This is an optimization exercise on Yosys and OpenROAD, whose aim is small area, not a production implementation.
The RTL was checked by simulation tests, not by an equivalence proof against the original design.
Power and IR drop assume default switching activity.

--- flow/flow/run.sh ---
#!/bin/bash
set -euo pipefail
cd "$(dirname "$0")/.."
bash standard.sh BUFFER_PORTS_ARGS="-buffer_cell sky130_fd_sc_hd__buf_1" finish > make_finish.log 2>&1
--- flow/standard.sh ---
#!/bin/bash
# synth_recipe.tcl (not shown) runs the flow's synth.tcl, then flattens the netlist and writes it again
# the make line also repeats each setting of config.mk as NAME=value (left out here)
make -C /OpenROAD-flow-scripts/flow DESIGN_CONFIG=/design/flow/config.mk WORK_HOME=/design/flow/orfs CLKGATE_MAP_FILE= SYNTH_SCRIPT=/design/flow/synth_recipe.tcl "${@:-finish}"
--- flow/config.mk ---
export PLATFORM = sky130hd
export DESIGN_NAME = luFactorizer
export DESIGN_NICKNAME = luFactorizer
export VERILOG_FILES = /design/flow/design.v
export SDC_FILE = /design/flow/constraint.sdc
export NUM_CORES = 4
export LEC_CHECK = 0
export CAP_MARGIN = 20
export CORE_MARGIN = 2
export CORE_UTILIZATION = 40
export SLEW_MARGIN = 20
--- flow/constraint.sdc ---
create_clock -name core_clock -period 8.0 [get_ports {clk}]
set_input_delay 1.6000 -clock core_clock [delete_from_list [all_inputs] [get_ports {clk}]]
set_output_delay 1.6000 -clock core_clock [all_outputs]
set_load 0.01 [all_outputs]
--- flow/design.v ---
`timescale 1ns / 1ps
module globalCounter(count,clk,rst);
input clk;
input rst;
output [4:0]count;
parameter limit = 21;
reg [4:0]countReg;
always@(posedge clk)
begin
	if(rst)
		countReg <= 0;
	else if(countReg == limit)
		countReg <= 0;
	else
		countReg <= countReg + 1;
end
assign count = countReg;
endmodule
module luFactorizer(clk,rst,a11,a12,a13,a14,a21,a22,a23,a24,a25,a31,a32,a33,a34,a35,a36,a41,a42,a43,a44,a45,a46,a47,a52,a53,a54,a55,a56,a57,a58,a63,a64,a65,a66,a67,a68,a74,a75,a76,a77,a78,a85,a86,a87,a88,lL1,lL2,lL3,uL1,uL2,uL3,uL4);
input clk;
input rst;
input [7:0] a11,a12,a13,a14,a21,a22,a23,a24,a25,a31,a32,a33,a34,a35,a36,a41,a42,a43,a44,a45,a46,a47,a52,a53,a54,a55,a56,a57,a58,a63,a64,a65,a66,a67,a68,a74,a75,a76,a77,a78,a85,a86,a87,a88;
output [7:0] lL1,lL2,lL3,uL1,uL2,uL3,uL4;
wire [4:0] count;
reg first;
globalCounter g1(count,clk,rst);
always @(posedge clk) first <= rst;
wire [5:0] st = {first,count};
wire s0 = (st == 6'd0) | (st == 6'd10) | (st == 6'd13) | (st == 6'd16) | (st == 6'd19) | (st == 6'd7);
wire s1 = (st == 6'd1) | (st == 6'd11) | (st == 6'd14) | (st == 6'd17) | (st == 6'd20) | (st == 6'd5) | (st == 6'd8);
wire s2 = (st == 6'd12) | (st == 6'd15) | (st == 6'd18) | (st == 6'd21) | (st == 6'd9);
wire s3 = (st == 6'd0) | (st == 6'd1) | (st == 6'd10) | (st == 6'd11) | (st == 6'd13) | (st == 6'd14) | (st == 6'd16) | (st == 6'd17) | (st == 6'd19) | (st == 6'd20) | (st == 6'd4) | (st == 6'd5) | (st == 6'd7) | (st == 6'd8);
wire s4 = (st == 6'd9);
wire s5 = (st == 6'd12);
wire s6 = (st == 6'd15);
wire s7 = (st == 6'd18);
wire s8 = (st == 6'd21);
wire s9 = (st == 6'd2);
wire s10 = (st == 6'd3);
wire s11 = (st == 6'd6);
wire s12 = (st == 6'b100000);
wire s13 = (st == 6'd0) | (st == 6'd10) | (st == 6'd13) | (st == 6'd16) | (st == 6'd19) | (st == 6'd4) | (st == 6'd7);
wire s14 = (st == 6'd12) | (st == 6'd15) | (st == 6'd18) | (st == 6'd21) | (st == 6'd6) | (st == 6'd9);
wire s15 = (st == 6'd11) | (st == 6'd14) | (st == 6'd17) | (st == 6'd20) | (st == 6'd8);
wire s16 = (st == 6'd12) | (st == 6'd15) | (st == 6'd18) | (st == 6'd21) | (st == 6'd3) | (st == 6'd6) | (st == 6'd9);
wire s17 = (st == 6'd8);
wire s18 = (st == 6'd11);
wire s19 = (st == 6'd14);
wire s20 = (st == 6'd17);
wire s21 = (st == 6'd20);
wire s22 = (st == 6'd5);
wire s23 = (st == 6'd11) | (st == 6'd12) | (st == 6'd14) | (st == 6'd15) | (st == 6'd17) | (st == 6'd18) | (st == 6'd2) | (st == 6'd20) | (st == 6'd21) | (st == 6'd3) | (st == 6'd5) | (st == 6'd6) | (st == 6'd8) | (st == 6'd9);
wire s24 = (st == 6'd10) | (st == 6'd11) | (st == 6'd13) | (st == 6'd14) | (st == 6'd16) | (st == 6'd17) | (st == 6'd19) | (st == 6'd20) | (st == 6'd7) | (st == 6'd8);
wire s25 = (st == 6'd10) | (st == 6'd12) | (st == 6'd13) | (st == 6'd15) | (st == 6'd16) | (st == 6'd18) | (st == 6'd19) | (st == 6'd21) | (st == 6'd6) | (st == 6'd7) | (st == 6'd9);
wire s26 = (st == 6'd7);
wire s27 = (st == 6'd10);
wire s28 = (st == 6'd13);
wire s29 = (st == 6'd16);
wire s30 = (st == 6'd19);
wire s31 = (st == 6'd4);
wire s32 = (st == 6'd11) | (st == 6'd14) | (st == 6'd17) | (st == 6'd20) | (st == 6'd5) | (st == 6'd8);
wire s33 = (st == 6'd10) | (st == 6'd13) | (st == 6'd16) | (st == 6'd19) | (st == 6'd7);
wire s34 = (st == 6'd12) | (st == 6'd15) | (st == 6'd18) | (st == 6'd6) | (st == 6'd9);
wire s35 = (st == 6'd0) | (st == 6'b100000);
wire s36 = (st == 6'd0) | (st == 6'b100000) | (st == 6'd1) | (st == 6'd10) | (st == 6'd11) | (st == 6'd12) | (st == 6'd13) | (st == 6'd14) | (st == 6'd15) | (st == 6'd16) | (st == 6'd17) | (st == 6'd18) | (st == 6'd19) | (st == 6'd2) | (st == 6'd20) | (st == 6'd21) | (st == 6'd3) | (st == 6'd4) | (st == 6'd5) | (st == 6'd6) | (st == 6'd7) | (st == 6'd8) | (st == 6'd9);
wire s37 = (st == 6'd10) | (st == 6'd13) | (st == 6'd16) | (st == 6'd19) | (st == 6'd4) | (st == 6'd7);
wire s38 = (st == 6'd10) | (st == 6'd11) | (st == 6'd12) | (st == 6'd13) | (st == 6'd14) | (st == 6'd15) | (st == 6'd16) | (st == 6'd17) | (st == 6'd18) | (st == 6'd19) | (st == 6'd2) | (st == 6'd20) | (st == 6'd21) | (st == 6'd3) | (st == 6'd4) | (st == 6'd5) | (st == 6'd6) | (st == 6'd7) | (st == 6'd8) | (st == 6'd9);
wire s39 = (st == 6'd0) | (st == 6'b100000) | (st == 6'd12) | (st == 6'd15) | (st == 6'd18) | (st == 6'd6) | (st == 6'd9);
wire s40 = (st == 6'd0) | (st == 6'b100000) | (st == 6'd10) | (st == 6'd13) | (st == 6'd16) | (st == 6'd19) | (st == 6'd4) | (st == 6'd7);
wire s41 = (st == 6'd12) | (st == 6'd15) | (st == 6'd18) | (st == 6'd2) | (st == 6'd21) | (st == 6'd3) | (st == 6'd6) | (st == 6'd9);
wire s42 = (st == 6'd0) | (st == 6'd10) | (st == 6'd13) | (st == 6'd16) | (st == 6'd19) | (st == 6'd3) | (st == 6'd4) | (st == 6'd7);
reg [7:0] ACC1;
reg [7:0] ACC2;
reg [7:0] ACC3;
reg [7:0] H7;
reg [7:0] HY3;
reg [7:0] HY6;
reg [7:0] HY9;
reg [7:0] HZ6;
reg [7:0] HZ8;
reg [7:0] HZ9;
wire [7:0] U1_x = ({8{s0}} & HZ6) | ({8{s1}} & HZ8) | ({8{s2}} & H7);
wire [7:0] U1_y = ({8{s0}} & HY6) | ({8{s1}} & HY9) | ({8{s2}} & HY3);
wire [7:0] U1_zi = ({8{s3}} & ~ACC1) | ({8{s4}} & ~a44) | ({8{s5}} & ~a55) | ({8{s6}} & ~a66) | ({8{s7}} & ~a77) | ({8{s8}} & ~a88) | ({8{s9}} & ~HY3) | ({8{s10}} & ~a22) | ({8{s11}} & ~a33) | ({8{s12}} & 8'hff);
wire U1_n = 1'b1;
wire [7:0] U1_r;
wire U1_w1 = U1_zi[0] ^ (U1_x[0] & U1_y[0]); wire U1_w2 = U1_zi[0] & (U1_x[0] & U1_y[0]);
assign U1_r[0] = U1_w1;
wire U1_w3 = U1_zi[1] ^ (U1_x[0] & U1_y[1]) ^ (U1_x[1] & U1_y[0]); wire U1_w4 = (U1_zi[1] & (U1_x[0] & U1_y[1])) | (U1_zi[1] & (U1_x[1] & U1_y[0])) | ((U1_x[0] & U1_y[1]) & (U1_x[1] & U1_y[0]));
wire U1_w5 = U1_w2 ^ U1_w3; wire U1_w6 = U1_w2 & U1_w3;
assign U1_r[1] = U1_w5;
wire U1_w7 = U1_zi[2] ^ (U1_x[0] & U1_y[2]) ^ (U1_x[1] & U1_y[1]); wire U1_w8 = (U1_zi[2] & (U1_x[0] & U1_y[2])) | (U1_zi[2] & (U1_x[1] & U1_y[1])) | ((U1_x[0] & U1_y[2]) & (U1_x[1] & U1_y[1]));
wire U1_w9 = (U1_x[2] & U1_y[0]) ^ U1_w4 ^ U1_w7; wire U1_w10 = ((U1_x[2] & U1_y[0]) & U1_w4) | ((U1_x[2] & U1_y[0]) & U1_w7) | (U1_w4 & U1_w7);
wire U1_w11 = U1_w6 ^ U1_w9; wire U1_w12 = U1_w6 & U1_w9;
assign U1_r[2] = U1_w11;
wire U1_w13 = U1_zi[3] ^ (U1_x[0] & U1_y[3]) ^ (U1_x[1] & U1_y[2]); wire U1_w14 = (U1_zi[3] & (U1_x[0] & U1_y[3])) | (U1_zi[3] & (U1_x[1] & U1_y[2])) | ((U1_x[0] & U1_y[3]) & (U1_x[1] & U1_y[2]));
wire U1_w15 = (U1_x[2] & U1_y[1]) ^ (U1_x[3] & U1_y[0]) ^ U1_w8; wire U1_w16 = ((U1_x[2] & U1_y[1]) & (U1_x[3] & U1_y[0])) | ((U1_x[2] & U1_y[1]) & U1_w8) | ((U1_x[3] & U1_y[0]) & U1_w8);
wire U1_w17 = U1_w13 ^ U1_w10 ^ U1_w15; wire U1_w18 = (U1_w13 & U1_w10) | (U1_w13 & U1_w15) | (U1_w10 & U1_w15);
wire U1_w19 = U1_w12 ^ U1_w17; wire U1_w20 = U1_w12 & U1_w17;
assign U1_r[3] = U1_w19;
wire U1_w21 = U1_zi[4] ^ (U1_x[0] & U1_y[4]) ^ (U1_x[1] & U1_y[3]); wire U1_w22 = (U1_zi[4] & (U1_x[0] & U1_y[4])) | (U1_zi[4] & (U1_x[1] & U1_y[3])) | ((U1_x[0] & U1_y[4]) & (U1_x[1] & U1_y[3]));
wire U1_w23 = (U1_x[2] & U1_y[2]) ^ (U1_x[3] & U1_y[1]) ^ (U1_x[4] & U1_y[0]); wire U1_w24 = ((U1_x[2] & U1_y[2]) & (U1_x[3] & U1_y[1])) | ((U1_x[2] & U1_y[2]) & (U1_x[4] & U1_y[0])) | ((U1_x[3] & U1_y[1]) & (U1_x[4] & U1_y[0]));
wire U1_w25 = U1_w14 ^ U1_w21 ^ U1_w23; wire U1_w26 = (U1_w14 & U1_w21) | (U1_w14 & U1_w23) | (U1_w21 & U1_w23);
wire U1_w27 = U1_w16 ^ U1_w25 ^ U1_w18; wire U1_w28 = (U1_w16 & U1_w25) | (U1_w16 & U1_w18) | (U1_w25 & U1_w18);
wire U1_w29 = U1_w20 ^ U1_w27; wire U1_w30 = U1_w20 & U1_w27;
assign U1_r[4] = U1_w29;
wire U1_w31 = U1_zi[5] ^ (U1_x[0] & U1_y[5]) ^ (U1_x[1] & U1_y[4]); wire U1_w32 = (U1_zi[5] & (U1_x[0] & U1_y[5])) | (U1_zi[5] & (U1_x[1] & U1_y[4])) | ((U1_x[0] & U1_y[5]) & (U1_x[1] & U1_y[4]));
wire U1_w33 = (U1_x[2] & U1_y[3]) ^ (U1_x[3] & U1_y[2]) ^ (U1_x[4] & U1_y[1]); wire U1_w34 = ((U1_x[2] & U1_y[3]) & (U1_x[3] & U1_y[2])) | ((U1_x[2] & U1_y[3]) & (U1_x[4] & U1_y[1])) | ((U1_x[3] & U1_y[2]) & (U1_x[4] & U1_y[1]));
wire U1_w35 = (U1_x[5] & U1_y[0]) ^ U1_w22 ^ U1_w24; wire U1_w36 = ((U1_x[5] & U1_y[0]) & U1_w22) | ((U1_x[5] & U1_y[0]) & U1_w24) | (U1_w22 & U1_w24);
wire U1_w37 = U1_w31 ^ U1_w33 ^ U1_w26; wire U1_w38 = (U1_w31 & U1_w33) | (U1_w31 & U1_w26) | (U1_w33 & U1_w26);
wire U1_w39 = U1_w35 ^ U1_w37 ^ U1_w28; wire U1_w40 = (U1_w35 & U1_w37) | (U1_w35 & U1_w28) | (U1_w37 & U1_w28);
wire U1_w41 = U1_w30 ^ U1_w39; wire U1_w42 = U1_w30 & U1_w39;
assign U1_r[5] = U1_w41;
wire U1_w43 = U1_zi[6] ^ (U1_x[0] & U1_y[6]) ^ (U1_x[1] & U1_y[5]); wire U1_w44 = (U1_zi[6] & (U1_x[0] & U1_y[6])) | (U1_zi[6] & (U1_x[1] & U1_y[5])) | ((U1_x[0] & U1_y[6]) & (U1_x[1] & U1_y[5]));
wire U1_w45 = (U1_x[2] & U1_y[4]) ^ (U1_x[3] & U1_y[3]) ^ (U1_x[4] & U1_y[2]); wire U1_w46 = ((U1_x[2] & U1_y[4]) & (U1_x[3] & U1_y[3])) | ((U1_x[2] & U1_y[4]) & (U1_x[4] & U1_y[2])) | ((U1_x[3] & U1_y[3]) & (U1_x[4] & U1_y[2]));
wire U1_w47 = (U1_x[5] & U1_y[1]) ^ (U1_x[6] & U1_y[0]) ^ U1_w32; wire U1_w48 = ((U1_x[5] & U1_y[1]) & (U1_x[6] & U1_y[0])) | ((U1_x[5] & U1_y[1]) & U1_w32) | ((U1_x[6] & U1_y[0]) & U1_w32);
wire U1_w49 = U1_w34 ^ U1_w43 ^ U1_w45; wire U1_w50 = (U1_w34 & U1_w43) | (U1_w34 & U1_w45) | (U1_w43 & U1_w45);
wire U1_w51 = U1_w36 ^ U1_w47 ^ U1_w49; wire U1_w52 = (U1_w36 & U1_w47) | (U1_w36 & U1_w49) | (U1_w47 & U1_w49);
wire U1_w53 = U1_w38 ^ U1_w51 ^ U1_w40; wire U1_w54 = (U1_w38 & U1_w51) | (U1_w38 & U1_w40) | (U1_w51 & U1_w40);
wire U1_w55 = U1_w42 ^ U1_w53; wire U1_w56 = U1_w42 & U1_w53;
assign U1_r[6] = U1_w55;
wire U1_w57 = U1_zi[7] ^ (U1_x[0] & U1_y[7]) ^ (U1_x[1] & U1_y[6]);
wire U1_w58 = (U1_x[2] & U1_y[5]) ^ (U1_x[3] & U1_y[4]) ^ (U1_x[4] & U1_y[3]);
wire U1_w59 = (U1_x[5] & U1_y[2]) ^ (U1_x[6] & U1_y[1]) ^ (U1_x[7] & U1_y[0]);
wire U1_w60 = U1_w44 ^ U1_w46 ^ U1_w57;
wire U1_w61 = U1_w58 ^ U1_w59 ^ U1_w48;
wire U1_w62 = U1_w50 ^ U1_w60 ^ U1_w61;
wire U1_w63 = U1_w52 ^ U1_w62 ^ U1_w54;
wire U1_w64 = U1_w56 ^ U1_w63;
assign U1_r[7] = U1_w64;
wire [7:0] U1_o = U1_r ^ {8{U1_n}};
wire [7:0] U2_x = ({8{s13}} & HZ9) | ({8{s14}} & HZ8) | ({8{s15}} & HY3);
wire [7:0] U2_y = ({8{s13}} & ACC2) | ({8{s14}} & HY6) | ({8{s15}} & HZ6);
wire [7:0] U2_zi = ({8{s16}} & ~ACC2) | ({8{s17}} & ~a43) | ({8{s18}} & ~a54) | ({8{s19}} & ~a65) | ({8{s20}} & ~a76) | ({8{s21}} & ~a87) | ({8{s9}} & ~a21) | ({8{s22}} & ~a32);
wire U2_n = s23;
wire [7:0] U2_r;
wire U2_w1 = U2_zi[0] ^ (U2_x[0] & U2_y[0]); wire U2_w2 = U2_zi[0] & (U2_x[0] & U2_y[0]);
assign U2_r[0] = U2_w1;
wire U2_w3 = U2_zi[1] ^ (U2_x[0] & U2_y[1]) ^ (U2_x[1] & U2_y[0]); wire U2_w4 = (U2_zi[1] & (U2_x[0] & U2_y[1])) | (U2_zi[1] & (U2_x[1] & U2_y[0])) | ((U2_x[0] & U2_y[1]) & (U2_x[1] & U2_y[0]));
wire U2_w5 = U2_w2 ^ U2_w3; wire U2_w6 = U2_w2 & U2_w3;
assign U2_r[1] = U2_w5;
wire U2_w7 = U2_zi[2] ^ (U2_x[0] & U2_y[2]) ^ (U2_x[1] & U2_y[1]); wire U2_w8 = (U2_zi[2] & (U2_x[0] & U2_y[2])) | (U2_zi[2] & (U2_x[1] & U2_y[1])) | ((U2_x[0] & U2_y[2]) & (U2_x[1] & U2_y[1]));
wire U2_w9 = (U2_x[2] & U2_y[0]) ^ U2_w4 ^ U2_w7; wire U2_w10 = ((U2_x[2] & U2_y[0]) & U2_w4) | ((U2_x[2] & U2_y[0]) & U2_w7) | (U2_w4 & U2_w7);
wire U2_w11 = U2_w6 ^ U2_w9; wire U2_w12 = U2_w6 & U2_w9;
assign U2_r[2] = U2_w11;
wire U2_w13 = U2_zi[3] ^ (U2_x[0] & U2_y[3]) ^ (U2_x[1] & U2_y[2]); wire U2_w14 = (U2_zi[3] & (U2_x[0] & U2_y[3])) | (U2_zi[3] & (U2_x[1] & U2_y[2])) | ((U2_x[0] & U2_y[3]) & (U2_x[1] & U2_y[2]));
wire U2_w15 = (U2_x[2] & U2_y[1]) ^ (U2_x[3] & U2_y[0]) ^ U2_w8; wire U2_w16 = ((U2_x[2] & U2_y[1]) & (U2_x[3] & U2_y[0])) | ((U2_x[2] & U2_y[1]) & U2_w8) | ((U2_x[3] & U2_y[0]) & U2_w8);
wire U2_w17 = U2_w13 ^ U2_w10 ^ U2_w15; wire U2_w18 = (U2_w13 & U2_w10) | (U2_w13 & U2_w15) | (U2_w10 & U2_w15);
wire U2_w19 = U2_w12 ^ U2_w17; wire U2_w20 = U2_w12 & U2_w17;
assign U2_r[3] = U2_w19;
wire U2_w21 = U2_zi[4] ^ (U2_x[0] & U2_y[4]) ^ (U2_x[1] & U2_y[3]); wire U2_w22 = (U2_zi[4] & (U2_x[0] & U2_y[4])) | (U2_zi[4] & (U2_x[1] & U2_y[3])) | ((U2_x[0] & U2_y[4]) & (U2_x[1] & U2_y[3]));
wire U2_w23 = (U2_x[2] & U2_y[2]) ^ (U2_x[3] & U2_y[1]) ^ (U2_x[4] & U2_y[0]); wire U2_w24 = ((U2_x[2] & U2_y[2]) & (U2_x[3] & U2_y[1])) | ((U2_x[2] & U2_y[2]) & (U2_x[4] & U2_y[0])) | ((U2_x[3] & U2_y[1]) & (U2_x[4] & U2_y[0]));
wire U2_w25 = U2_w14 ^ U2_w21 ^ U2_w23; wire U2_w26 = (U2_w14 & U2_w21) | (U2_w14 & U2_w23) | (U2_w21 & U2_w23);
wire U2_w27 = U2_w16 ^ U2_w25 ^ U2_w18; wire U2_w28 = (U2_w16 & U2_w25) | (U2_w16 & U2_w18) | (U2_w25 & U2_w18);
wire U2_w29 = U2_w20 ^ U2_w27; wire U2_w30 = U2_w20 & U2_w27;
assign U2_r[4] = U2_w29;
wire U2_w31 = U2_zi[5] ^ (U2_x[0] & U2_y[5]) ^ (U2_x[1] & U2_y[4]); wire U2_w32 = (U2_zi[5] & (U2_x[0] & U2_y[5])) | (U2_zi[5] & (U2_x[1] & U2_y[4])) | ((U2_x[0] & U2_y[5]) & (U2_x[1] & U2_y[4]));
wire U2_w33 = (U2_x[2] & U2_y[3]) ^ (U2_x[3] & U2_y[2]) ^ (U2_x[4] & U2_y[1]); wire U2_w34 = ((U2_x[2] & U2_y[3]) & (U2_x[3] & U2_y[2])) | ((U2_x[2] & U2_y[3]) & (U2_x[4] & U2_y[1])) | ((U2_x[3] & U2_y[2]) & (U2_x[4] & U2_y[1]));
wire U2_w35 = (U2_x[5] & U2_y[0]) ^ U2_w22 ^ U2_w24; wire U2_w36 = ((U2_x[5] & U2_y[0]) & U2_w22) | ((U2_x[5] & U2_y[0]) & U2_w24) | (U2_w22 & U2_w24);
wire U2_w37 = U2_w31 ^ U2_w33 ^ U2_w26; wire U2_w38 = (U2_w31 & U2_w33) | (U2_w31 & U2_w26) | (U2_w33 & U2_w26);
wire U2_w39 = U2_w35 ^ U2_w37 ^ U2_w28; wire U2_w40 = (U2_w35 & U2_w37) | (U2_w35 & U2_w28) | (U2_w37 & U2_w28);
wire U2_w41 = U2_w30 ^ U2_w39; wire U2_w42 = U2_w30 & U2_w39;
assign U2_r[5] = U2_w41;
wire U2_w43 = U2_zi[6] ^ (U2_x[0] & U2_y[6]) ^ (U2_x[1] & U2_y[5]); wire U2_w44 = (U2_zi[6] & (U2_x[0] & U2_y[6])) | (U2_zi[6] & (U2_x[1] & U2_y[5])) | ((U2_x[0] & U2_y[6]) & (U2_x[1] & U2_y[5]));
wire U2_w45 = (U2_x[2] & U2_y[4]) ^ (U2_x[3] & U2_y[3]) ^ (U2_x[4] & U2_y[2]); wire U2_w46 = ((U2_x[2] & U2_y[4]) & (U2_x[3] & U2_y[3])) | ((U2_x[2] & U2_y[4]) & (U2_x[4] & U2_y[2])) | ((U2_x[3] & U2_y[3]) & (U2_x[4] & U2_y[2]));
wire U2_w47 = (U2_x[5] & U2_y[1]) ^ (U2_x[6] & U2_y[0]) ^ U2_w32; wire U2_w48 = ((U2_x[5] & U2_y[1]) & (U2_x[6] & U2_y[0])) | ((U2_x[5] & U2_y[1]) & U2_w32) | ((U2_x[6] & U2_y[0]) & U2_w32);
wire U2_w49 = U2_w34 ^ U2_w43 ^ U2_w45; wire U2_w50 = (U2_w34 & U2_w43) | (U2_w34 & U2_w45) | (U2_w43 & U2_w45);
wire U2_w51 = U2_w36 ^ U2_w47 ^ U2_w49; wire U2_w52 = (U2_w36 & U2_w47) | (U2_w36 & U2_w49) | (U2_w47 & U2_w49);
wire U2_w53 = U2_w38 ^ U2_w51 ^ U2_w40; wire U2_w54 = (U2_w38 & U2_w51) | (U2_w38 & U2_w40) | (U2_w51 & U2_w40);
wire U2_w55 = U2_w42 ^ U2_w53; wire U2_w56 = U2_w42 & U2_w53;
assign U2_r[6] = U2_w55;
wire U2_w57 = U2_zi[7] ^ (U2_x[0] & U2_y[7]) ^ (U2_x[1] & U2_y[6]);
wire U2_w58 = (U2_x[2] & U2_y[5]) ^ (U2_x[3] & U2_y[4]) ^ (U2_x[4] & U2_y[3]);
wire U2_w59 = (U2_x[5] & U2_y[2]) ^ (U2_x[6] & U2_y[1]) ^ (U2_x[7] & U2_y[0]);
wire U2_w60 = U2_w44 ^ U2_w46 ^ U2_w57;
wire U2_w61 = U2_w58 ^ U2_w59 ^ U2_w48;
wire U2_w62 = U2_w50 ^ U2_w60 ^ U2_w61;
wire U2_w63 = U2_w52 ^ U2_w62 ^ U2_w54;
wire U2_w64 = U2_w56 ^ U2_w63;
assign U2_r[7] = U2_w64;
wire [7:0] U2_o = U2_r ^ {8{U2_n}};
wire [7:0] U3_x = ({8{s14}} & HZ6) | ({8{s24}} & H7);
wire [7:0] U3_y = ({8{s25}} & HY9) | ({8{s15}} & HY6);
wire [7:0] U3_zi = ({8{s16}} & ~ACC3) | ({8{s26}} & ~a24) | ({8{s17}} & ~a34) | ({8{s27}} & ~a35) | ({8{s18}} & ~a45) | ({8{s28}} & ~a46) | ({8{s19}} & ~a56) | ({8{s29}} & ~a57) | ({8{s20}} & ~a67) | ({8{s30}} & ~a68) | ({8{s21}} & ~a78) | ({8{s9}} & ~a12) | ({8{s31}} & ~a13) | ({8{s22}} & ~a23);
wire U3_n = 1'b1;
wire [7:0] U3_r;
wire U3_w1 = U3_zi[0] ^ (U3_x[0] & U3_y[0]); wire U3_w2 = U3_zi[0] & (U3_x[0] & U3_y[0]);
assign U3_r[0] = U3_w1;
wire U3_w3 = U3_zi[1] ^ (U3_x[0] & U3_y[1]) ^ (U3_x[1] & U3_y[0]); wire U3_w4 = (U3_zi[1] & (U3_x[0] & U3_y[1])) | (U3_zi[1] & (U3_x[1] & U3_y[0])) | ((U3_x[0] & U3_y[1]) & (U3_x[1] & U3_y[0]));
wire U3_w5 = U3_w2 ^ U3_w3; wire U3_w6 = U3_w2 & U3_w3;
assign U3_r[1] = U3_w5;
wire U3_w7 = U3_zi[2] ^ (U3_x[0] & U3_y[2]) ^ (U3_x[1] & U3_y[1]); wire U3_w8 = (U3_zi[2] & (U3_x[0] & U3_y[2])) | (U3_zi[2] & (U3_x[1] & U3_y[1])) | ((U3_x[0] & U3_y[2]) & (U3_x[1] & U3_y[1]));
wire U3_w9 = (U3_x[2] & U3_y[0]) ^ U3_w4 ^ U3_w7; wire U3_w10 = ((U3_x[2] & U3_y[0]) & U3_w4) | ((U3_x[2] & U3_y[0]) & U3_w7) | (U3_w4 & U3_w7);
wire U3_w11 = U3_w6 ^ U3_w9; wire U3_w12 = U3_w6 & U3_w9;
assign U3_r[2] = U3_w11;
wire U3_w13 = U3_zi[3] ^ (U3_x[0] & U3_y[3]) ^ (U3_x[1] & U3_y[2]); wire U3_w14 = (U3_zi[3] & (U3_x[0] & U3_y[3])) | (U3_zi[3] & (U3_x[1] & U3_y[2])) | ((U3_x[0] & U3_y[3]) & (U3_x[1] & U3_y[2]));
wire U3_w15 = (U3_x[2] & U3_y[1]) ^ (U3_x[3] & U3_y[0]) ^ U3_w8; wire U3_w16 = ((U3_x[2] & U3_y[1]) & (U3_x[3] & U3_y[0])) | ((U3_x[2] & U3_y[1]) & U3_w8) | ((U3_x[3] & U3_y[0]) & U3_w8);
wire U3_w17 = U3_w13 ^ U3_w10 ^ U3_w15; wire U3_w18 = (U3_w13 & U3_w10) | (U3_w13 & U3_w15) | (U3_w10 & U3_w15);
wire U3_w19 = U3_w12 ^ U3_w17; wire U3_w20 = U3_w12 & U3_w17;
assign U3_r[3] = U3_w19;
wire U3_w21 = U3_zi[4] ^ (U3_x[0] & U3_y[4]) ^ (U3_x[1] & U3_y[3]); wire U3_w22 = (U3_zi[4] & (U3_x[0] & U3_y[4])) | (U3_zi[4] & (U3_x[1] & U3_y[3])) | ((U3_x[0] & U3_y[4]) & (U3_x[1] & U3_y[3]));
wire U3_w23 = (U3_x[2] & U3_y[2]) ^ (U3_x[3] & U3_y[1]) ^ (U3_x[4] & U3_y[0]); wire U3_w24 = ((U3_x[2] & U3_y[2]) & (U3_x[3] & U3_y[1])) | ((U3_x[2] & U3_y[2]) & (U3_x[4] & U3_y[0])) | ((U3_x[3] & U3_y[1]) & (U3_x[4] & U3_y[0]));
wire U3_w25 = U3_w14 ^ U3_w21 ^ U3_w23; wire U3_w26 = (U3_w14 & U3_w21) | (U3_w14 & U3_w23) | (U3_w21 & U3_w23);
wire U3_w27 = U3_w16 ^ U3_w25 ^ U3_w18; wire U3_w28 = (U3_w16 & U3_w25) | (U3_w16 & U3_w18) | (U3_w25 & U3_w18);
wire U3_w29 = U3_w20 ^ U3_w27; wire U3_w30 = U3_w20 & U3_w27;
assign U3_r[4] = U3_w29;
wire U3_w31 = U3_zi[5] ^ (U3_x[0] & U3_y[5]) ^ (U3_x[1] & U3_y[4]); wire U3_w32 = (U3_zi[5] & (U3_x[0] & U3_y[5])) | (U3_zi[5] & (U3_x[1] & U3_y[4])) | ((U3_x[0] & U3_y[5]) & (U3_x[1] & U3_y[4]));
wire U3_w33 = (U3_x[2] & U3_y[3]) ^ (U3_x[3] & U3_y[2]) ^ (U3_x[4] & U3_y[1]); wire U3_w34 = ((U3_x[2] & U3_y[3]) & (U3_x[3] & U3_y[2])) | ((U3_x[2] & U3_y[3]) & (U3_x[4] & U3_y[1])) | ((U3_x[3] & U3_y[2]) & (U3_x[4] & U3_y[1]));
wire U3_w35 = (U3_x[5] & U3_y[0]) ^ U3_w22 ^ U3_w24; wire U3_w36 = ((U3_x[5] & U3_y[0]) & U3_w22) | ((U3_x[5] & U3_y[0]) & U3_w24) | (U3_w22 & U3_w24);
wire U3_w37 = U3_w31 ^ U3_w33 ^ U3_w26; wire U3_w38 = (U3_w31 & U3_w33) | (U3_w31 & U3_w26) | (U3_w33 & U3_w26);
wire U3_w39 = U3_w35 ^ U3_w37 ^ U3_w28; wire U3_w40 = (U3_w35 & U3_w37) | (U3_w35 & U3_w28) | (U3_w37 & U3_w28);
wire U3_w41 = U3_w30 ^ U3_w39; wire U3_w42 = U3_w30 & U3_w39;
assign U3_r[5] = U3_w41;
wire U3_w43 = U3_zi[6] ^ (U3_x[0] & U3_y[6]) ^ (U3_x[1] & U3_y[5]); wire U3_w44 = (U3_zi[6] & (U3_x[0] & U3_y[6])) | (U3_zi[6] & (U3_x[1] & U3_y[5])) | ((U3_x[0] & U3_y[6]) & (U3_x[1] & U3_y[5]));
wire U3_w45 = (U3_x[2] & U3_y[4]) ^ (U3_x[3] & U3_y[3]) ^ (U3_x[4] & U3_y[2]); wire U3_w46 = ((U3_x[2] & U3_y[4]) & (U3_x[3] & U3_y[3])) | ((U3_x[2] & U3_y[4]) & (U3_x[4] & U3_y[2])) | ((U3_x[3] & U3_y[3]) & (U3_x[4] & U3_y[2]));
wire U3_w47 = (U3_x[5] & U3_y[1]) ^ (U3_x[6] & U3_y[0]) ^ U3_w32; wire U3_w48 = ((U3_x[5] & U3_y[1]) & (U3_x[6] & U3_y[0])) | ((U3_x[5] & U3_y[1]) & U3_w32) | ((U3_x[6] & U3_y[0]) & U3_w32);
wire U3_w49 = U3_w34 ^ U3_w43 ^ U3_w45; wire U3_w50 = (U3_w34 & U3_w43) | (U3_w34 & U3_w45) | (U3_w43 & U3_w45);
wire U3_w51 = U3_w36 ^ U3_w47 ^ U3_w49; wire U3_w52 = (U3_w36 & U3_w47) | (U3_w36 & U3_w49) | (U3_w47 & U3_w49);
wire U3_w53 = U3_w38 ^ U3_w51 ^ U3_w40; wire U3_w54 = (U3_w38 & U3_w51) | (U3_w38 & U3_w40) | (U3_w51 & U3_w40);
wire U3_w55 = U3_w42 ^ U3_w53; wire U3_w56 = U3_w42 & U3_w53;
assign U3_r[6] = U3_w55;
wire U3_w57 = U3_zi[7] ^ (U3_x[0] & U3_y[7]) ^ (U3_x[1] & U3_y[6]);
wire U3_w58 = (U3_x[2] & U3_y[5]) ^ (U3_x[3] & U3_y[4]) ^ (U3_x[4] & U3_y[3]);
wire U3_w59 = (U3_x[5] & U3_y[2]) ^ (U3_x[6] & U3_y[1]) ^ (U3_x[7] & U3_y[0]);
wire U3_w60 = U3_w44 ^ U3_w46 ^ U3_w57;
wire U3_w61 = U3_w58 ^ U3_w59 ^ U3_w48;
wire U3_w62 = U3_w50 ^ U3_w60 ^ U3_w61;
wire U3_w63 = U3_w52 ^ U3_w62 ^ U3_w54;
wire U3_w64 = U3_w56 ^ U3_w63;
assign U3_r[7] = U3_w64;
wire [7:0] U3_o = U3_r ^ {8{U3_n}};
wire [7:0] U4_x = ({8{s32}} & HZ9) | ({8{s11}} & a41) | ({8{s33}} & HY3) | ({8{s4}} & a52) | ({8{s5}} & a63) | ({8{s6}} & a74) | ({8{s7}} & a85);
wire [7:0] U4_y = ({8{s32}} & ACC2) | ({8{s34}} & HZ9) | ({8{s33}} & HZ8);
wire [7:0] U4_zi = ({8{s26}} & ~a42) | ({8{s27}} & ~a53) | ({8{s28}} & ~a64) | ({8{s29}} & ~a75) | ({8{s30}} & ~a86) | ({8{s31}} & a31) | ({8{s35}} & a11);
wire U4_n = s33;
wire [7:0] U4_r;
wire U4_w1 = U4_zi[0] ^ (U4_x[0] & U4_y[0]); wire U4_w2 = U4_zi[0] & (U4_x[0] & U4_y[0]);
assign U4_r[0] = U4_w1;
wire U4_w3 = U4_zi[1] ^ (U4_x[0] & U4_y[1]) ^ (U4_x[1] & U4_y[0]); wire U4_w4 = (U4_zi[1] & (U4_x[0] & U4_y[1])) | (U4_zi[1] & (U4_x[1] & U4_y[0])) | ((U4_x[0] & U4_y[1]) & (U4_x[1] & U4_y[0]));
wire U4_w5 = U4_w2 ^ U4_w3; wire U4_w6 = U4_w2 & U4_w3;
assign U4_r[1] = U4_w5;
wire U4_w7 = U4_zi[2] ^ (U4_x[0] & U4_y[2]) ^ (U4_x[1] & U4_y[1]); wire U4_w8 = (U4_zi[2] & (U4_x[0] & U4_y[2])) | (U4_zi[2] & (U4_x[1] & U4_y[1])) | ((U4_x[0] & U4_y[2]) & (U4_x[1] & U4_y[1]));
wire U4_w9 = (U4_x[2] & U4_y[0]) ^ U4_w4 ^ U4_w7; wire U4_w10 = ((U4_x[2] & U4_y[0]) & U4_w4) | ((U4_x[2] & U4_y[0]) & U4_w7) | (U4_w4 & U4_w7);
wire U4_w11 = U4_w6 ^ U4_w9; wire U4_w12 = U4_w6 & U4_w9;
assign U4_r[2] = U4_w11;
wire U4_w13 = U4_zi[3] ^ (U4_x[0] & U4_y[3]) ^ (U4_x[1] & U4_y[2]); wire U4_w14 = (U4_zi[3] & (U4_x[0] & U4_y[3])) | (U4_zi[3] & (U4_x[1] & U4_y[2])) | ((U4_x[0] & U4_y[3]) & (U4_x[1] & U4_y[2]));
wire U4_w15 = (U4_x[2] & U4_y[1]) ^ (U4_x[3] & U4_y[0]) ^ U4_w8; wire U4_w16 = ((U4_x[2] & U4_y[1]) & (U4_x[3] & U4_y[0])) | ((U4_x[2] & U4_y[1]) & U4_w8) | ((U4_x[3] & U4_y[0]) & U4_w8);
wire U4_w17 = U4_w13 ^ U4_w10 ^ U4_w15; wire U4_w18 = (U4_w13 & U4_w10) | (U4_w13 & U4_w15) | (U4_w10 & U4_w15);
wire U4_w19 = U4_w12 ^ U4_w17; wire U4_w20 = U4_w12 & U4_w17;
assign U4_r[3] = U4_w19;
wire U4_w21 = U4_zi[4] ^ (U4_x[0] & U4_y[4]) ^ (U4_x[1] & U4_y[3]); wire U4_w22 = (U4_zi[4] & (U4_x[0] & U4_y[4])) | (U4_zi[4] & (U4_x[1] & U4_y[3])) | ((U4_x[0] & U4_y[4]) & (U4_x[1] & U4_y[3]));
wire U4_w23 = (U4_x[2] & U4_y[2]) ^ (U4_x[3] & U4_y[1]) ^ (U4_x[4] & U4_y[0]); wire U4_w24 = ((U4_x[2] & U4_y[2]) & (U4_x[3] & U4_y[1])) | ((U4_x[2] & U4_y[2]) & (U4_x[4] & U4_y[0])) | ((U4_x[3] & U4_y[1]) & (U4_x[4] & U4_y[0]));
wire U4_w25 = U4_w14 ^ U4_w21 ^ U4_w23; wire U4_w26 = (U4_w14 & U4_w21) | (U4_w14 & U4_w23) | (U4_w21 & U4_w23);
wire U4_w27 = U4_w16 ^ U4_w25 ^ U4_w18; wire U4_w28 = (U4_w16 & U4_w25) | (U4_w16 & U4_w18) | (U4_w25 & U4_w18);
wire U4_w29 = U4_w20 ^ U4_w27; wire U4_w30 = U4_w20 & U4_w27;
assign U4_r[4] = U4_w29;
wire U4_w31 = U4_zi[5] ^ (U4_x[0] & U4_y[5]) ^ (U4_x[1] & U4_y[4]); wire U4_w32 = (U4_zi[5] & (U4_x[0] & U4_y[5])) | (U4_zi[5] & (U4_x[1] & U4_y[4])) | ((U4_x[0] & U4_y[5]) & (U4_x[1] & U4_y[4]));
wire U4_w33 = (U4_x[2] & U4_y[3]) ^ (U4_x[3] & U4_y[2]) ^ (U4_x[4] & U4_y[1]); wire U4_w34 = ((U4_x[2] & U4_y[3]) & (U4_x[3] & U4_y[2])) | ((U4_x[2] & U4_y[3]) & (U4_x[4] & U4_y[1])) | ((U4_x[3] & U4_y[2]) & (U4_x[4] & U4_y[1]));
wire U4_w35 = (U4_x[5] & U4_y[0]) ^ U4_w22 ^ U4_w24; wire U4_w36 = ((U4_x[5] & U4_y[0]) & U4_w22) | ((U4_x[5] & U4_y[0]) & U4_w24) | (U4_w22 & U4_w24);
wire U4_w37 = U4_w31 ^ U4_w33 ^ U4_w26; wire U4_w38 = (U4_w31 & U4_w33) | (U4_w31 & U4_w26) | (U4_w33 & U4_w26);
wire U4_w39 = U4_w35 ^ U4_w37 ^ U4_w28; wire U4_w40 = (U4_w35 & U4_w37) | (U4_w35 & U4_w28) | (U4_w37 & U4_w28);
wire U4_w41 = U4_w30 ^ U4_w39; wire U4_w42 = U4_w30 & U4_w39;
assign U4_r[5] = U4_w41;
wire U4_w43 = U4_zi[6] ^ (U4_x[0] & U4_y[6]) ^ (U4_x[1] & U4_y[5]); wire U4_w44 = (U4_zi[6] & (U4_x[0] & U4_y[6])) | (U4_zi[6] & (U4_x[1] & U4_y[5])) | ((U4_x[0] & U4_y[6]) & (U4_x[1] & U4_y[5]));
wire U4_w45 = (U4_x[2] & U4_y[4]) ^ (U4_x[3] & U4_y[3]) ^ (U4_x[4] & U4_y[2]); wire U4_w46 = ((U4_x[2] & U4_y[4]) & (U4_x[3] & U4_y[3])) | ((U4_x[2] & U4_y[4]) & (U4_x[4] & U4_y[2])) | ((U4_x[3] & U4_y[3]) & (U4_x[4] & U4_y[2]));
wire U4_w47 = (U4_x[5] & U4_y[1]) ^ (U4_x[6] & U4_y[0]) ^ U4_w32; wire U4_w48 = ((U4_x[5] & U4_y[1]) & (U4_x[6] & U4_y[0])) | ((U4_x[5] & U4_y[1]) & U4_w32) | ((U4_x[6] & U4_y[0]) & U4_w32);
wire U4_w49 = U4_w34 ^ U4_w43 ^ U4_w45; wire U4_w50 = (U4_w34 & U4_w43) | (U4_w34 & U4_w45) | (U4_w43 & U4_w45);
wire U4_w51 = U4_w36 ^ U4_w47 ^ U4_w49; wire U4_w52 = (U4_w36 & U4_w47) | (U4_w36 & U4_w49) | (U4_w47 & U4_w49);
wire U4_w53 = U4_w38 ^ U4_w51 ^ U4_w40; wire U4_w54 = (U4_w38 & U4_w51) | (U4_w38 & U4_w40) | (U4_w51 & U4_w40);
wire U4_w55 = U4_w42 ^ U4_w53; wire U4_w56 = U4_w42 & U4_w53;
assign U4_r[6] = U4_w55;
wire U4_w57 = U4_zi[7] ^ (U4_x[0] & U4_y[7]) ^ (U4_x[1] & U4_y[6]);
wire U4_w58 = (U4_x[2] & U4_y[5]) ^ (U4_x[3] & U4_y[4]) ^ (U4_x[4] & U4_y[3]);
wire U4_w59 = (U4_x[5] & U4_y[2]) ^ (U4_x[6] & U4_y[1]) ^ (U4_x[7] & U4_y[0]);
wire U4_w60 = U4_w44 ^ U4_w46 ^ U4_w57;
wire U4_w61 = U4_w58 ^ U4_w59 ^ U4_w48;
wire U4_w62 = U4_w50 ^ U4_w60 ^ U4_w61;
wire U4_w63 = U4_w52 ^ U4_w62 ^ U4_w54;
wire U4_w64 = U4_w56 ^ U4_w63;
assign U4_r[7] = U4_w64;
wire [7:0] U4_o = U4_r ^ {8{U4_n}};
wire [7:0] ACC1_d = ({8{s36}} & U1_o);
always @(posedge clk) ACC1 <= U1_o;
wire [7:0] ACC2_d = ({8{s23}} & U2_o) | ({8{s37}} & U4_o);
wire ACC2_en = s38;
always @(posedge clk) if (ACC2_en) ACC2 <= ACC2_d;
wire [7:0] ACC3_d = ({8{s38}} & U3_o);
always @(posedge clk) ACC3 <= U3_o;
wire [7:0] H7_d = ({8{s11}} & a14) | ({8{s4}} & a25) | ({8{s5}} & a36) | ({8{s6}} & a47) | ({8{s7}} & a58);
wire H7_en = s34;
always @(posedge clk) if (H7_en) H7 <= H7_d;
wire [7:0] HY3_d = ({8{s39}} & U4_o);
wire HY3_en = s39;
always @(posedge clk) if (HY3_en) HY3 <= HY3_d;
wire [7:0] HY6_d = ({8{s32}} & U4_o);
wire HY6_en = s32;
always @(posedge clk) if (HY6_en) HY6 <= HY6_d;
wire [7:0] HY9_d = ({8{s40}} & U2_o);
wire HY9_en = s40;
always @(posedge clk) if (HY9_en) HY9 <= HY9_d;
wire [7:0] HZ6_d = ({8{s32}} & ACC3);
wire HZ6_en = s32;
always @(posedge clk) if (HZ6_en) HZ6 <= HZ6_d;
wire [7:0] HZ8_d = ({8{s13}} & ACC3);
wire HZ8_en = s40;
always @(posedge clk) if (HZ8_en) HZ8 <= HZ8_d;
wire [7:0] HZ9_d = ({8{s41}} & ACC1);
wire HZ9_en = s41;
always @(posedge clk) if (HZ9_en) HZ9 <= HZ9_d;
wire [7:0] lL1_w = ({8{s33}} & HY3);
assign lL1 = lL1_w;
wire [7:0] lL2_w = ({8{s14}} & HY6);
assign lL2 = lL2_w;
wire [7:0] lL3_w = ({8{s1}} & HY9);
assign lL3 = lL3_w;
wire [7:0] uL1_w = ({8{s42}} & HZ9);
assign uL1 = uL1_w;
wire [7:0] uL2_w = ({8{s1}} & HZ8);
assign uL2 = uL2_w;
wire [7:0] uL3_w = ({8{s14}} & HZ6);
assign uL3 = uL3_w;
wire [7:0] uL4_w = ({8{s33}} & H7);
assign uL4 = uL4_w;
endmodule
==> results.sh <==
export IMPL_drv_cap=0
export IMPL_slowest_delay_ps=750
export IMPL_timing_critical_path_from_type="flop"
export IMPL_ys_types=59
export IMPL_grt_start_max_net_pins=31
export IMPL_worst_pin_slew_ps=945.0
export IMPL_post_route_period_util_pct=91.54
export IMPL_cts_resized=0
export IMPL_min_period_ps=7324
export IMPL_synthSimpleGateAreaFrac_pct=21.22
export IMPL_power_mw=1.511
export IMPL_ant_nets=0
export IMPL_synthMuxAreaShare_pct=0.4400
export IMPL_yosys_register_bits=86
export IMPL_hold_viol=0
export IMPL_holdBufCountCts=0
export IMPL_area_growth_pct=24.00
export IMPL_p_leak_nw=4.640
export IMPL_peakVddDrop_uv=119.0
export IMPL_clkTransAtPathRegs_ps=80
export IMPL_final_setup_worst_slack_ps=676.5
export IMPL_fmax_mhz=136.5
export IMPL_viasPerCell=6.002
export IMPL_crit_arrival_ps=7540
export IMPL_postRouteWirelength_microns=48440
export IMPL_gp_congestion=1.006
export IMPL_yosysWarnings=2
export IMPL_cts_setup_buffers=0
export IMPL_synth_fa_ha_area_share_pct=21.32
export IMPL_vias=11640
export IMPL_yosys_most_used_dff="edfxtp_1"
export IMPL_tns_ps=0
export IMPL_clockBufferDepth=2
export IMPL_cts_buffers=9
export IMPL_fp_dieH_microns=164.0
export IMPL_dieArea_sq_um=26890
export IMPL_p_per_area_nw_per_um2=119.0
export IMPL_worstSetupPathType="reg2reg"
export IMPL_drc=0
export IMPL_outcome="no timing/DRC/antenna violations"
export IMPL_io_buffers=409
export IMPL_setup_viol=0
export IMPL_critPathCaptureType="flop"
export IMPL_cts_max_level=3
export IMPL_cts_tree="built"
export IMPL_placementRows=58
export IMPL_p_sw_uw=541.3
export IMPL_path_cells="nor2b_1 -> nand3_1 -> and3_1 -> inv_2 -> buf_12 -> a22oi_1 -> nand2_1 -> nand2_1 -> fa_1 -> fa_1 -> fa_1 -> fa_1 -> fa_1 -> fa_1 -> inv_1 -> ha_1 -> xor2_1 -> xnor2_1 -> xnor2_1 -> xnor2_1 -> xnor2_1 -> xnor2_1 -> xor3_1 -> nor2_1"
export IMPL_dieWidth_microns=164.0
export IMPL_cts_sinks=86
export IMPL_hpwl_microns=39970
export IMPL_antenna_found_initial=0
export IMPL_synth_top_family_by_area="adder cells"
export IMPL_rsz0062_at_grt="false"
export IMPL_cp_max_fo=30
export IMPL_syn_nets=1666
export IMPL_first_pass_iters=7
export IMPL_cpMostUsedCell="fa_1"
export IMPL_core_area_sq_um=25180
export IMPL_ios=410
export IMPL_place_ws_ps=511.0
export IMPL_clkPwrFrac_pct=30.1
export IMPL_synth_compound_area_share_pct=21.22
export IMPL_swShare_pct=35.82
export IMPL_nets=2082
export IMPL_slew_violations=0
export IMPL_syn_avg_cell_area_sq_um=8.617
export IMPL_required_ps=8220
export IMPL_mappedNetlistArea_sq_um=10240
export IMPL_drive_gt1_share_pct=6.029
export IMPL_comb_power_share_pct=29.2
export IMPL_critPathSlowestCell="dfxtp_1"
export IMPL_root_buffer="clkbuf_16"
export IMPL_synth_xor_area_share_pct=6.282
export IMPL_synthArstFlopShare_pct=0
export IMPL_clock_skew_ps=10.15
export IMPL_grt_pass1_vias=11260
export IMPL_relSlewSlack_pct=37.00
export IMPL_initial_core_util_pct=40.65
export IMPL_p_int_uw=969.9
export IMPL_fillers=2528
export IMPL_seq_area_frac_synth_pct=23.08
export IMPL_overflow=0
export IMPL_wl_per_cell_microns=24.97
export IMPL_grt_total_usage_pct=35.62
export IMPL_seqPwrFrac_pct=40.7
export IMPL_synth_edf_count=64
export IMPL_clk_latency_ps=370
export IMPL_grt_first_pass_wirelength_microns=69130
export IMPL_netlist_instances=1188
export IMPL_min_path_type="reg2reg"
export IMPL_dr_first_iter_drc_count=1490
## area by class of cell
cell class	instances	area, sq um	area share, %
diodes	1	2.502	0.01971
clock buffers	9	225.2	1.774
clock inverters	7	81.33	0.6406
inverters	107	401.6	3.164
multi-input cells	934	7233	56.98
flip-flops and latches	86	2362	18.61
well taps	330	412.9	3.253
repair buffers	466	1976	15.56
## cell usage after synthesis, drive strengths merged, types with 4 or more instances
| cell type | instances | area, sq um |
|---|---|---|
| nor2 | 136 | 510.5 |
| inv | 107 | 401.6 |
| nand2 | 101 | 379.1 |
| o22ai | 99 | 619.3 |
| and2 | 85 | 531.8 |
| fa | 84 | 1682 |
| edfxtp | 64 | 1922 |
| xnor2 | 53 | 464.2 |
| ha | 40 | 500.5 |
| clkbuf | 39 | 146.4 |
| a22oi | 35 | 262.8 |
| buf | 22 | 112.6 |
| dfxtp | 22 | 440.4 |
| a222oi | 21 | 210.2 |
| nor3 | 20 | 100.1 |
| a221o | 19 | 190.2 |
| o21ai | 18 | 90.09 |
| a21oi | 17 | 85.08 |
| nand2b | 17 | 106.4 |
| nand3 | 16 | 80.08 |
| nor4 | 15 | 93.84 |
| a221oi | 13 | 120.1 |
| or2 | 13 | 81.33 |
| nor2b | 12 | 75.07 |
| o211ai | 12 | 90.09 |
| a22o | 11 | 96.34 |
| and3 | 10 | 62.56 |
| xor2 | 10 | 87.58 |
| o22a | 9 | 78.83 |
| a31oi | 8 | 50.05 |
| or3 | 7 | 43.79 |
| o221ai | 6 | 52.55 |
| a211oi | 4 | 30.03 |
| a21o | 4 | 30.03 |
| mux2 | 4 | 45.04 |
| nand4 | 4 | 25.02 |
| o211a | 4 | 40.04 |
## power by group through the flow
stage	Sequential, mW	Clock [mW]	Combinational (mW)
after floorplan	0.572	0	0.259
after global placement	0.620	0	0.430
after detailed placement	0.619	0	0.435
after CTS	0.610	0.452	0.437
after global routing	0.615	0.468	0.488
final	0.615	0.455	0.441
## registers in the layout (all words and copies together) (netlist names)
name	cells
HZ8	8
H7	8
first	1
HZ6	8
HY9	8
g1.countReg	5
HY6	8
ACC3	8
HY3	8
ACC1	8
HZ9	8
ACC2	8
## critical path, delay by kind of cell, from the launching register on
family / cells / cell delay [ps]
adder cells (fa/ha/maj): 7 / 3090
XOR/XNOR: 7 / 1390
AND/OR/NAND/NOR: 6 / 1330
flip-flops: 1 / 750
buffers and inverters: 3 / 480
AO/OA/AOI/OAI: 1 / 110
## layout by cell type (no fill, tap or decap), types with 10 or more instances in the layout
master / n
buf_1: 409
nor2_1: 136
inv_1: 106
nand2_1: 101
o22ai_1: 99
and2_1: 85
fa_1: 84
edfxtp_1: 64
buf_4: 56
xnor2_1: 53
ha_1: 40
a22oi_1: 35
dfxtp_1: 22
a222oi_1: 21
nor3_1: 20
a221o_1: 19
o21ai_0: 18
a21oi_1: 17
nand2b_1: 17
nand3_1: 16
nor4_1: 15
nor2b_1: 12
a221oi_1: 12
o211ai_1: 12
or2_2: 12
a22o_1: 11
and3_1: 10
xor2_1: 10
## routing by layer
layer	vias up	global-route usage, %	routed length [microns]
li1	5107	-	-
met1	5524	45.75	18530
met2	855	56.68	21930
met3	158	6.086	4722
met4	0	20.65	3259
met5	-	0	0
## metrics by stage
stage | cells | cell area (sq um) | util, % | hold WS, ps
2_1_floorplan | 1188 | 10240 | - | 444.4
3_3_place_gp | 1923 | 12390 | 49.19 | 463.1
3_5_place_dp | 1923 | 12390 | 49.19 | 473.7
4_1_cts | 1939 | 12690 | 50.40 | 490.6
5_1_grt | 1939 | 12690 | 50.40 | 509.0
6_report | 1940 | 12690 | 50.41 | 490.4
## path summary, 6_finish.rpt
path	start	end	slack, ps	depth (start not counted)
worst max register to register	g1.countReg[2]	HY6[7]	680	24
worst min register to register	g1.countReg[0]	g1.countReg[0]	490	1
worst max-delay path	g1.countReg[2]	HY6[7]	680	24
worst min-delay path	g1.countReg[0]	g1.countReg[0]	490	1
## kinds of logic after synthesis
family / after synthesis
AND/OR/NAND/NOR: 445
flip-flops: 86
adder cells (fa/ha/maj): 124
XOR/XNOR: 67
AO/OA/AOI/OAI: 294
buffers and inverters: 168
multiplexers: 4

-- afterwards: timing with drivers on the ports --
In the flow no input, the clock included, has a driving cell. The finished layout below was timed again as built, in two steps. Step 1 assumes that a clkbuf_16 drives the clock port and a buf_2 every other input. Step 2 also shifts input and output timing later by t, the mid clock arrival at the registers, as if the neighbouring blocks saw the same clock. a / b / c = no drivers / after step 1 / after step 2; a / b = the first two.
t, ns: 0.406
setup WS [ns]: 0.676 / 0.676 / 0.468
worst setup path after step 2: input to register
clock arrival spread, ns: 0.010 / 0.010
worst slew at a driven data input, ns: 0.08
After both steps this run still meets setup and hold. The setup slack of this run moves by 0.000 ns with the drivers and by -0.208 ns with both steps.
